Source: an optimization exercise on an open RTL-to-GDS flow (aim: small area and a short achievable clock period). Production flows keep margins and buffers that such runs may drop.
RTL that was checked went through simulation tests only; none was proved equivalent to the original.
Power figures rest on the tool's default switching activity, not on a simulated workload.

main:
Design DSP, start of the top module:
module DSP(A,B,C,D,CLK,CARRYIN,OPMODE,BCIN,RSTA,RSTB,RSTM,RSTP,RSTC,RSTD,RSTCARRYIN,RSTOPMODE,
          CEA,CEB,CEM,CEP,CEC,CED,CECARRYIN,CEOPMODE,PCIN,BCOUT,PCOUT,P,M,CARRYOUT,CARRYOUTF);
Size: roughly 2900 cells after synthesis, roughly 230 flip-flops, about 350 I/O pins.
export LEC_CHECK = 0
export CAP_MARGIN = 20
export CORE_MARGIN = 2
export CORE_UTILIZATION = 60
export SETUP_SLACK_MARGIN = 4.0
export SLEW_MARGIN = 20
create_clock -name core_clock -period 8.0 [get_ports {CLK}]
run.sh (not shown) runs the stock make flow with config.mk's settings and CLKGATE_MAP_FILE= SYNTH_SCRIPT=/design/flow/synth_recipe.tcl, a recipe that flattens the netlist after the stock synthesis.
> inputs changed (main -> the feature branch)
- CORE_UTILIZATION: 60 -> 40
- SETUP_SLACK_MARGIN: 4.0 -> unset
### Flow results
main reports its cell with the biggest individual delay on the critical path as or4b_4 while the feature branch reports o31ai_1.
Die area in the feature branch is 49% above main.
Summary: design area, the feature branch better than main
Cell count: the feature branch higher than main
Comparing main and the feature branch, the higher peak ir drop on the vdd network was measured on the feature branch.
The combinational share of power in the feature branch sits 7.4 points below the value recorded for main.
Compared the feature branch vs main, and post-cts repair resize count is down in the feature branch.
When the feature branch is measured against main, its routed wire length turns out about 12% lower.
Compared with main, cell-internal power in the feature branch decreased by a few percent.
Re sum of internal, switching and leakage power: main and the feature branch aren't equal, and the higher value belongs to main.
Sort main and the feature branch by combinational power, ascending, and the feature branch comes first.
No functional check of the RTL was part of any run of this note.

========
== run 1 ==
Another version of the RTL of DSP (not shown whole).
For scale: ~2800 cells after synthesis, roughly 220 flip-flops, ~350 I/O pins, roughly 0.023 mm² of cells after synthesis.
// DSP
module DSP(A,B,C,D,CLK,CARRYIN,OPMODE,BCIN,RSTA,RSTB,RSTM,RSTP,RSTC,RSTD,RSTCARRYIN,RSTOPMODE,
          CEA,CEB,CEM,CEP,CEC,CED,CECARRYIN,CEOPMODE,PCIN,BCOUT,PCOUT,P,M,CARRYOUT,CARRYOUTF);
==> flow/config.mk <==
export PLATFORM = sky130hd
export DESIGN_NAME = DSP
export DESIGN_NICKNAME = DSP
export VERILOG_FILES = /design/flow/design.v
export SDC_FILE = /design/flow/constraint.sdc
export NUM_CORES = 4
export LEC_CHECK = 0
export CAP_MARGIN = 20
export CORE_MARGIN = 2
export CORE_UTILIZATION = 55
export SETUP_SLACK_MARGIN = 4.1
export SLEW_MARGIN = 20
export SYNTH_HIERARCHICAL = 1
export SYNTH_MINIMUM_KEEP_SIZE = 0
export TNS_END_PERCENT = 0
==> flow/constraint.sdc <==
create_clock -name core_clock -period 8.0 [get_ports {CLK}]
set_input_delay 1.6000 -clock core_clock [delete_from_list [all_inputs] [get_ports {CLK}]]
set_output_delay 1.6000 -clock core_clock [all_outputs]
set_load 0.01 [all_outputs]
standard.sh (not shown) runs the stock make flow with config.mk's settings and CLKGATE_MAP_FILE= SYNTH_SCRIPT=/design/flow/synth_recipe.tcl, a recipe that flattens the netlist after the stock synthesis.
==> flow/flow/run.sh <==
#!/bin/bash
# Standard layout with two changes: the port buffers are plain buf_1 cells
# instead of the default delay buffers, and ABC maps for a lighter load, so
# that it picks the smaller cell sizes and leaves sizing to the resizer.
export BUFFER_PORTS_ARGS="-buffer_cell sky130_fd_sc_hd__buf_1"
bash standard.sh ABC_LOAD_IN_FF=0.2 finish > standard.log 2>&1
Modified inputs, run 2 compared to run 1
# run 1
export LEC_CHECK = 0
export CAP_MARGIN = 20
export CORE_MARGIN = 2
export CORE_UTILIZATION = 55
export SETUP_SLACK_MARGIN = 4.1
export SLEW_MARGIN = 20
export SYNTH_HIERARCHICAL = 1
export SYNTH_MINIMUM_KEEP_SIZE = 0
export TNS_END_PERCENT = 0
create_clock -name core_clock -period 8.0 [get_ports {CLK}]
# run 2
export LEC_CHECK = 0
export CAP_MARGIN = 5
export CORE_MARGIN = 2
export CORE_UTILIZATION = 55
export SETUP_SLACK_MARGIN = 4.1
export SLEW_MARGIN = 5
export SYNTH_HIERARCHICAL = 1
export SYNTH_MINIMUM_KEEP_SIZE = 0
create_clock -name core_clock -period 8.0 [get_ports {CLK}]
==> comparison <==
- Changes observed in run 2 relative to run 1: cell leakage power climbed about 3%; non-clock buffer share of cell area climbed 1.7 points; final setup TNS barely changed; final design utilization climbed 1.6 points.
- Run 1 → run 2: total design power shrank by 0.84%, post-route worst setup slack shrank by 0.040 ns.
Modified inputs, run 3 compared to run 2
# run 2
export LEC_CHECK = 0
export CAP_MARGIN = 5
export CORE_MARGIN = 2
export CORE_UTILIZATION = 55
export SETUP_SLACK_MARGIN = 4.1
export SLEW_MARGIN = 5
export SYNTH_HIERARCHICAL = 1
export SYNTH_MINIMUM_KEEP_SIZE = 0
create_clock -name core_clock -period 8.0 [get_ports {CLK}]
# run 3
export LEC_CHECK = 0
export CAP_MARGIN = 20
export CORE_MARGIN = 2
export CORE_UTILIZATION = 55
export SETUP_SLACK_MARGIN = 4.2
export SLEW_MARGIN = 20
export SYNTH_HIERARCHICAL = 1
export SYNTH_MINIMUM_KEEP_SIZE = 0
create_clock -name core_clock -period 8.0 [get_ports {CLK}]
==> results.txt <==
Run 3 reached the final stage; the timing, design-rule and antenna checks on its layout passed.
Compared with run 2, run 3 shows a clock buffer count that is 11% higher.
Run 3 against run 2: area growth from synthesis to layout moved up, final total power has increased, count of plain and timing-repair buffers in the layout has increased.
Against run 2, run 3 comes in 0.4 points lower on part of the total power dissipated in the clock network.
Relative to run 2, the met2 wirelength from detailed routing of run 3 is higher by about 1.2%.
Total wire length up 580 µm in run 3 wrt run 2
For run 2, the first element of the critical path was MS_r[17], unlike run 3, where it was A_r[9].
Changes observed in run 3 relative to run 2: first-pass GRT wire length rose about 1.2%, fraction of area in registers fell 0.23 points, via count rose 155.
The inputs of run 4 differ from those of run 3 as listed below.
# run 3
export LEC_CHECK = 0
export CAP_MARGIN = 20
export CORE_MARGIN = 2
export CORE_UTILIZATION = 55
export SETUP_SLACK_MARGIN = 4.2
export SLEW_MARGIN = 20
export SYNTH_HIERARCHICAL = 1
export SYNTH_MINIMUM_KEEP_SIZE = 0
create_clock -name core_clock -period 8.0 [get_ports {CLK}]
# run 4
export LEC_CHECK = 0
export CAP_MARGIN = 20
export CORE_MARGIN = 2
export CORE_UTILIZATION = 55
export GPL_TIMING_DRIVEN = 0
export SETUP_SLACK_MARGIN = 4.1
export SLEW_MARGIN = 20
export SYNTH_HIERARCHICAL = 1
export SYNTH_MINIMUM_KEEP_SIZE = 0
create_clock -name core_clock -period 8.0 [get_ports {CLK}]
### Flow results
Run 4 was carried through to the last stage, and its layout satisfied the timing, design-rule and antenna checks. Of run 4 and run 3, run 3 shows the lower routing usage on met2, with run 4 above it. The average routed wire per standard cell in run 4 sits about 3.2% above the value recorded for run 3. Compared with run 3, run 4 shows layout clock buffer count that has gone down by more than 10%. Re layout overhead on the synthesized area: run 4 and run 3 aren't equal, and the lower value belongs to run 3. Comparing routed wire length for run 4 and run 3, the bigger number came from run 4. Clock power share sits lower in run 4 than in run 3. Between run 3 and run 4, the flow reports total number of vias increasing by a few percent.
The inputs of run 5 differ from those of run 4 as listed below.
# run 4
export LEC_CHECK = 0
export CAP_MARGIN = 20
export CORE_MARGIN = 2
export CORE_UTILIZATION = 55
export GPL_TIMING_DRIVEN = 0
export SETUP_SLACK_MARGIN = 4.1
export SLEW_MARGIN = 20
export SYNTH_HIERARCHICAL = 1
export SYNTH_MINIMUM_KEEP_SIZE = 0
create_clock -name core_clock -period 8.0 [get_ports {CLK}]
# run 5
export LEC_CHECK = 0
export CAP_MARGIN = 20
export CORE_MARGIN = 2
export CORE_UTILIZATION = 55
export SETUP_SLACK_MARGIN = 4.3
export SLEW_MARGIN = 20
export SYNTH_HIERARCHICAL = 1
export SYNTH_MINIMUM_KEEP_SIZE = 0
create_clock -name core_clock -period 8.0 [get_ports {CLK}]
diff --git a/flow/flow/run.sh b/flow/flow/run.sh
--- a/flow/flow/run.sh
+++ b/flow/flow/run.sh
@@ -5,2 +5,2 @@
 export BUFFER_PORTS_ARGS="-buffer_cell sky130_fd_sc_hd__buf_1"
-bash standard.sh ABC_LOAD_IN_FF=0.2 finish > standard.log 2>&1
+bash standard.sh ABC_LOAD_IN_FF=1 finish > standard.log 2>&1
[summary]
Routed wire length: run 5 worse than run 4
Share of cells above drive strength 1 (lower): run 4
Number of diodes added for antenna fixing (lower): run 4
Run 5 ended with every stage complete and zero timing, DRC or antenna violations.
Compared with run 4, in run 5 fraction of area in multi-input gates moved up; multiplexer fraction of the synthesized cell area stayed essentially flat; area of the core roughly the same.

static timing again, ports no longer ideal:
Ports are ideal in the flow. The routed layouts listed here were re-timed in OpenROAD.
Step 1 assumes that a clkbuf_16 drives the clock port and a buf_2 every other input.
Step 2 moves the port delays by t, midway between the first and last clock arrival at a register: inputs arrive t later, outputs are due t later. That takes back most of the time a late clock gives input paths.
Slacks: no drivers / after step 1 / after step 2; pairs: no drivers / after step 1.
run	t, ns	slack for setup (ns)	worst setup path at the end	clock arrival spread, ns	worst register clock-pin slew, ns
main	0.628	2.288 / 2.288 / 2.193	input to register	0.028 / 0.028	0.07 / 0.07
the feature branch	0.657	1.566 / 1.566 / 1.566	register to register	0.024 / 0.023	0.06 / 0.06
run 1	0.639	4.061 / 4.000 / 3.640	input to register	0.020 / 0.021	0.06 / 0.06
run 2	0.625	4.021 / 3.966 / 3.673	input to register	0.024 / 0.024	0.07 / 0.07
run 3	0.649	4.129 / 4.078 / 3.799	input to register	0.021 / 0.021	0.07 / 0.07
run 4	0.611	3.891 / 3.891 / 3.729	input to register	0.017 / 0.017	0.07 / 0.07
run 5	0.647	3.925 / 3.925 / 3.829	input to register	0.031 / 0.030	0.08 / 0.08
After both steps setup and hold are still met in every run listed. The setup slack of run 1, which loses most, moves by -0.061 ns with the drivers and by -0.421 ns with both steps.
